Context: an optimization exercise on an open-source flow, tuned for small area. The choices shown serve that exercise and are no tape-out recipe. Function was checked by simulation only, so behaviour that the tests miss may differ from the original. No activity file was given, so power comes from the tool's default toggle rates.

===== config.mk =====
export PLATFORM = sky130hd
export DESIGN_NAME = main
export DESIGN_NICKNAME = main
export VERILOG_FILES = /design/flow/design.v
export SDC_FILE = /design/flow/constraint.sdc
export NUM_CORES = 4
export LEC_CHECK = 0
export CAP_MARGIN = 20
export CORE_MARGIN = 2
export CORE_UTILIZATION = 40
export SLEW_MARGIN = 20

===== constraint.sdc =====
create_clock -name core_clock -period 10.0 [get_ports {clock_in}]
set_input_delay 2.0000 -clock core_clock [delete_from_list [all_inputs] [get_ports {clock_in}]]
set_output_delay 2.0000 -clock core_clock [all_outputs]
set_load 0.01 [all_outputs]

===== run.sh =====
#!/bin/bash
# synth_recipe.tcl (not shown) runs the flow's synth.tcl, then flattens the netlist and writes it again
# the make line also repeats each setting of config.mk as NAME=value (left out here)
make -C /OpenROAD-flow-scripts/flow DESIGN_CONFIG=/design/flow/config.mk WORK_HOME=/design/flow/orfs CLKGATE_MAP_FILE= SYNTH_SCRIPT=/design/flow/synth_recipe.tcl finish

===== design.v =====
`timescale 1ns / 1ps
module main(clock_in,rst,A,B,C,D,E,F,G,anode,button,BIN2,TMP);
	input clock_in;
	input rst;
	output [3:0] anode;
	input button;
	output TMP;
	output A,B,C,D,E,F,G;
	output [3:0] BIN2;
	reg [4:0] c25;
	reg       h;
	reg [3:0] d10;
	reg [1:0] e4;
	reg [2:0] f5;
	reg [3:0] r1;
	reg [3:0] g1, g2, g3;
	reg [3:0] q1, q2, q3;
	reg [4:0] s;
	wire t25   = (c25 == 5'd24);
	wire t50   = t25 & h;
	wire t500  = t50 & (d10 == 4'd9);
	wire t2000 = t500 & (e4 == 2'd3);
	wire t1hz  = t2000 & (f5 == 3'd4);
	wire L4 = ~h;       
	wire L3 = ~e4[0];   
	wire L2 = ~e4[1];   
	wire [3:0] r2 = {r1[2:0], 1'b0} - {3'b000, L2};
	wire [3:0] r3 = d10 + {1'b0, e4, 1'b0} + {e4[0] ^ ~r1[0], 3'b000} + 4'd1;
	wire n1 = (q1 != g1);
	wire n2 = (q2 != g2);
	wire n3 = (q3 != g3);
	wire spin = n1 | n2 | n3;
	always @(posedge clock_in)
		if (rst) begin
			c25 <= 5'd24;
			h   <= 1'b1;
			d10 <= 4'd9;
			e4  <= 2'd3;
			f5  <= 3'd4;
			r1  <= 4'd0;
		end else begin
			c25 <= t25 ? 5'd0 : c25 + 5'd1;
			if (t25) h <= ~h;
			if (t50) d10 <= (d10 == 4'd9) ? 4'd0 : d10 + 4'd1;
			if (t500) e4 <= e4 + 2'd1;
			if (t2000) begin
				f5 <= (f5 == 3'd4) ? 3'd0 : f5 + 3'd1;
				r1 <= r1 + 4'd1;
			end
		end
	always @(posedge clock_in)
		if (rst) begin
			g1 <= 4'd0;
			g2 <= 4'd0;
			g3 <= 4'd0;
		end else begin
			if (button & L2) g1 <= r1;
			if (button & L3) g2 <= r2;
			if (button & L4) g3 <= r3;
		end
	always @(posedge clock_in)
		if (rst) begin
			q1 <= 4'd0;
			q2 <= 4'd0;
			q3 <= 4'd0;
			s  <= 5'd0;
		end else begin
			if (s[0]) begin
				q1 <= 4'd0;
				q2 <= 4'd0;
				q3 <= 4'd0;
			end else if (t1hz) begin
				if (n1) q1 <= q1 + 4'd1;
				if (n2) q2 <= q2 + 4'd1;
				if (n3) q3 <= q3 + 4'd1;
			end
			if (t1hz) s <= {~spin, s[4:1]};
		end
	assign TMP  = spin;
	assign BIN2 = g1;
	wire score = (g1 == g2) & (g1 == q3) & g1[0];
	reg [3:0] anode;
	reg [3:0] digit;
	always @(*)
		case (e4)
			2'd3:    begin anode = 4'b1110; digit = q1; end
			2'd0:    begin anode = 4'b1101; digit = q2; end
			2'd1:    begin anode = 4'b1011; digit = q3; end
			default: begin anode = 4'b0111; digit = {3'b000, score}; end
		endcase
	reg [6:0] seg;
	always @(*)
		case (digit)
			4'h1: seg = 7'b1111001;
			4'h2: seg = 7'b0100100;
			4'h3: seg = 7'b0110000;
			4'h4: seg = 7'b0011001;
			4'h5: seg = 7'b0010010;
			4'h6: seg = 7'b0000010;
			4'h7: seg = 7'b1111000;
			4'h8: seg = 7'b0000000;
			4'h9: seg = 7'b0010000;
			4'hA: seg = 7'b0001000;
			4'hB: seg = 7'b0000011;
			4'hC: seg = 7'b1000110;
			4'hD: seg = 7'b0100001;
			4'hE: seg = 7'b0000110;
			4'hF: seg = 7'b0001110;
			default: seg = 7'b1000000;
		endcase
	assign {G,F,E,D,C,B,A} = seg;
endmodule

==> reports/results.tsv <==
stage	metric	value	unit
status	outcome	complete, no violations	
sta	rsz0062_at_grt	no	
sta	fin_ws	4.547	ns
sta	tightest_slew	0.5896	ns
route	first_pass_iters	4	
cts	clk_root_buffer_cell	clkbuf_8	
logic_synthesis	synth-async-reset-ratio	0	
route	via_count	2130	
logic_synthesis	synth-edff-count	0	
sta	final_hold_viol_count	0	
cts	h-tree-depth	2	
placement	globalplace.congestion	0.8947	
placement	placed_area	3069	sq um
critical_path	crit_path_start	e4[1]$_SDFFE_PP1N_	
critical_path	critPathMaxFanout	8	
critical_path	rrSetupSlack	7.81	ns
cts	clockBufferDepth	2	
power_and_ir_drop	powerDensity	245.5	nW/um^2
placement	pre_cts_ws	4.908	ns
global_route	grt_pass1_vias	2110	
sta	maxSlewViolCount	0	
logic_synthesis	syn_avg_cell_area	9.039	sq um
logic_synthesis	yosysMostFrequentCell	dfxtp_1	
floorplan	die_area	7738	sq um
global_route	gr-usage-met2	0.2755	
global_route	grt_max_degree	38	
logic_synthesis	ys_top_cells_by_count	dfxtp_1 (48), nor2_1 (36), ha_1 (23)	
cts	clk_latency	0.30	ns
critical_path	rr_worst_depth	5	
route	drt_iter0_drc	96	
logic_synthesis	synth_nets	339	
floorplan	ioPinCount	19	
cts	clock_sinks	48	
cts	cts.reportedPaths.clkPinSlew	0.09	ns
global_route	grt.total_usage	0.1726	
global_route	grt_util_met3	0.02922	
sta	relSlewSlack	0.6069	
logic_synthesis	yosysTopAreaCellShare	0.3407	
logic_synthesis	ys.flop_type	dfxtp_1	
finish	drive_gt1_frac	0.07669	
sta	fin_tns_setup	0	ns
logic_synthesis	ys_seq_area_frac	0.3407	
critical_path	cp.required	8.00	ns
critical_path	endpoint	C	
critical_path	cp.arrival	3.45	ns
finish	fillCellCount	671	
logic_synthesis	yosys.area.top_type	dfxtp_1	
critical_path	r2r-start	e4[1]$_SDFFE_PP1N_	
global_route	top_usage_layer	met2	
logic_synthesis	ys_ff_latch	48	
floorplan	die_h	87.97	um
logic_synthesis	ys_top_cells_by_area	dfxtp_1 (34%), ha_1 (10%), xnor2_1 (6.5%)	
global_route	antenna_found_initial	0	
floorplan	coreArea	6794	sq um
finish	diodes	0	
sta	skew	0.009527	ns
logic_synthesis	yosysWarnings	1	
worst_hold_path	worst_hold_path_type	reg2reg	
sta	min_period	5.453	ns
sta	setup_viol	0	
route	wl_per_cell	14.05	um
logic_synthesis	postSynthCellCount	312	
global_route	use_met1	0.2356	
cts	cts_hold_buf	0	
floorplan	rows	30	
route	drc_errors	0	
finish	stdcell_area	3166	sq um
sta	fin_crit_sh	0.5453	
cts	cts_tree	done	
cts	cts_inserted_buffers	5	
sta	fmax	0.1834	GHz
logic_synthesis	synth_area	2820	sq um
finish	area_growth	12.25	%
cts	cts.repair.resized	0	
critical_path	critPathKind	reg2out	
power_and_ir_drop	power.leakage	1.276	nW
critical_path	regToRegEndpoint	q3[2]$_SDFFE_PP0P_	
logic_synthesis	ys_types	46	
flow_run	cap_violations	0	
route	drtAntennaViolNets	0	
placement	io_buffers	18	
route	totalWireLength	5.927	mm
global_route	grt_pass1_wl	10.50	mm
floorplan	die_x	87.97	um
power_and_ir_drop	ir_drop	0.0001821	V
critical_path	end_kind	output port	
finish	nets	353	
floorplan	start_util	0.4151	
global_route	grt-ovfl-total	0	
cts	cts_setup_buffers	0	
critical_path	start_kind	flop	
route	vias_per_cell	5.047	
placement	dp_hpwl	4.384	mm
## metal layers
layer	up-vias	share of wire
met5	-	0
met1	990	0.49
met3	8	0.026
li1	1108	-
met4	0	0.016
met2	24	0.46
## cell usage in the layout, fill, tap and decap left out, drive strengths merged, types with 2 or more instances in the layout
master         instances
or2                    2
mux2i                 14
nor4b                  3
dfxtp                 48
xor2                  14
nand2                  8
clkbuf                 7
inv                   20
a211oi                 6
nor2b                  5
and3                   2
nor4                   9
or3                    5
xnor2                 21
a222oi                 4
nand4                  3
nand2b                 6
clkdlybuf4s50         18
o22ai                  3
nor3                   7
a211o                  2
nor3b                  3
o21ai                 11
a21oi                 18
nor2                  36
nand3                 12
ha                    23
buf                    3
o21bai                 3
## per-stage QoR
step           total power (W)  hold slack [ns]  utilization  std cells
2_1_floorplan        0.0005723           0.4329            -        312
3_3_place_gp         0.0006590           0.4411       0.4518        414
3_5_place_dp         0.0006646           0.4459       0.4518        414
4_1_cts              0.0007864           0.4626       0.4652        421
5_1_grt              0.0008449           0.4762       0.4659        422
6_report             0.0007772           0.4576       0.4659        422
## worst max-delay path, stage by stage, from the launching register on
cell             delay [ns]
dfxtp_1                0.48
inv_1                  0.13
ha_1                   0.26
a222oi_1               0.36
nor2_1                 0.08
a21oi_1                0.48
inv_1                  0.14
ha_1                   0.27
o41ai_1                0.36
clkdlybuf4s50_1        0.59
## power breakdown
group	internal (W)	leakage (nW)	switching, W
Sequential	0.000226	0.390	0.0000444
Clock	0.0000553	0.0473	0.0000655
Combinational	0.000161	0.838	0.000225
## area by class of cell
class	instances	area [sq um]	area share
multi-input combinational	229	1710	0.5403
sequential	48	960.9	0.3036
timing repair buffer	22	207.7	0.06561
tap	96	120.1	0.03794
clock buffer	6	82.58	0.02609
inverter	20	75.07	0.02372
clock inverter	1	8.758	0.002767
## kinds of logic (layout without fill, tap and decap cells)
group,Yosys count,after routing,synth area share
flip-flops,48,48,0.3407
adder cells (fa/ha/maj),24,24,0.1091
multiplexers,14,14,0.04969
AND/OR/NAND/NOR,102,102,0.2165
AO/OA/AOI/OAI,54,54,0.1225
buffers and inverters,35,49,0.05279
XOR/XNOR,35,35,0.1087
## state kept, by name (all words and copies together) (netlist names)
name  flops
c25       5
s         5
d10       4
g1        4
g2        4
g3        4
q1        4
q2        4
q3        4
r1        4
f5        3
e4        2
h         1
## worst min path at each step
stage | start | end | slack [ns] | cells past startpoint
after floorplan | s[1]$_SDFFE_PP0P_ | s[0]$_SDFFE_PP0P_ | 0.43 | 2
after global placement | s[2]$_SDFFE_PP0P_ | s[1]$_SDFFE_PP0P_ | 0.44 | 2
after detailed placement | s[1]$_SDFFE_PP0P_ | s[0]$_SDFFE_PP0P_ | 0.45 | 2
after CTS | s[1]$_SDFFE_PP0P_ | s[0]$_SDFFE_PP0P_ | 0.46 | 2
after global routing | s[1]$_SDFFE_PP0P_ | s[0]$_SDFFE_PP0P_ | 0.48 | 2
final | s[3]$_SDFFE_PP0P_ | s[2]$_SDFFE_PP0P_ | 0.46 | 2

==> afterwards: timing with drivers on the ports <==
The results above use ideal ports. As a check the final layout listed here was re-extracted and re-timed, cells and wires unchanged. Step 1, drivers: a clkbuf_16 drives clock_in and a buf_2 each remaining input, both assumed. Step 2 moves the port delays by t, midway between the first and last clock arrival at a register: inputs arrive t later, outputs are due t later. That takes back most of the time a late clock gives input paths. a / b / c = no drivers / after step 1 / after step 2; a / b = the first two.
shift t [ns]: 0.326
setup WS [ns]: 4.547 / 4.518 / 4.844
worst setup path after step 2: register to output
clock arrival spread, ns: 0.010 / 0.010
worst slew at a driven data input, ns: 0.03
After both steps this run still meets setup and hold. For this run, drivers alone change the setup slack by -0.029 ns; drivers and shift together by +0.297 ns.
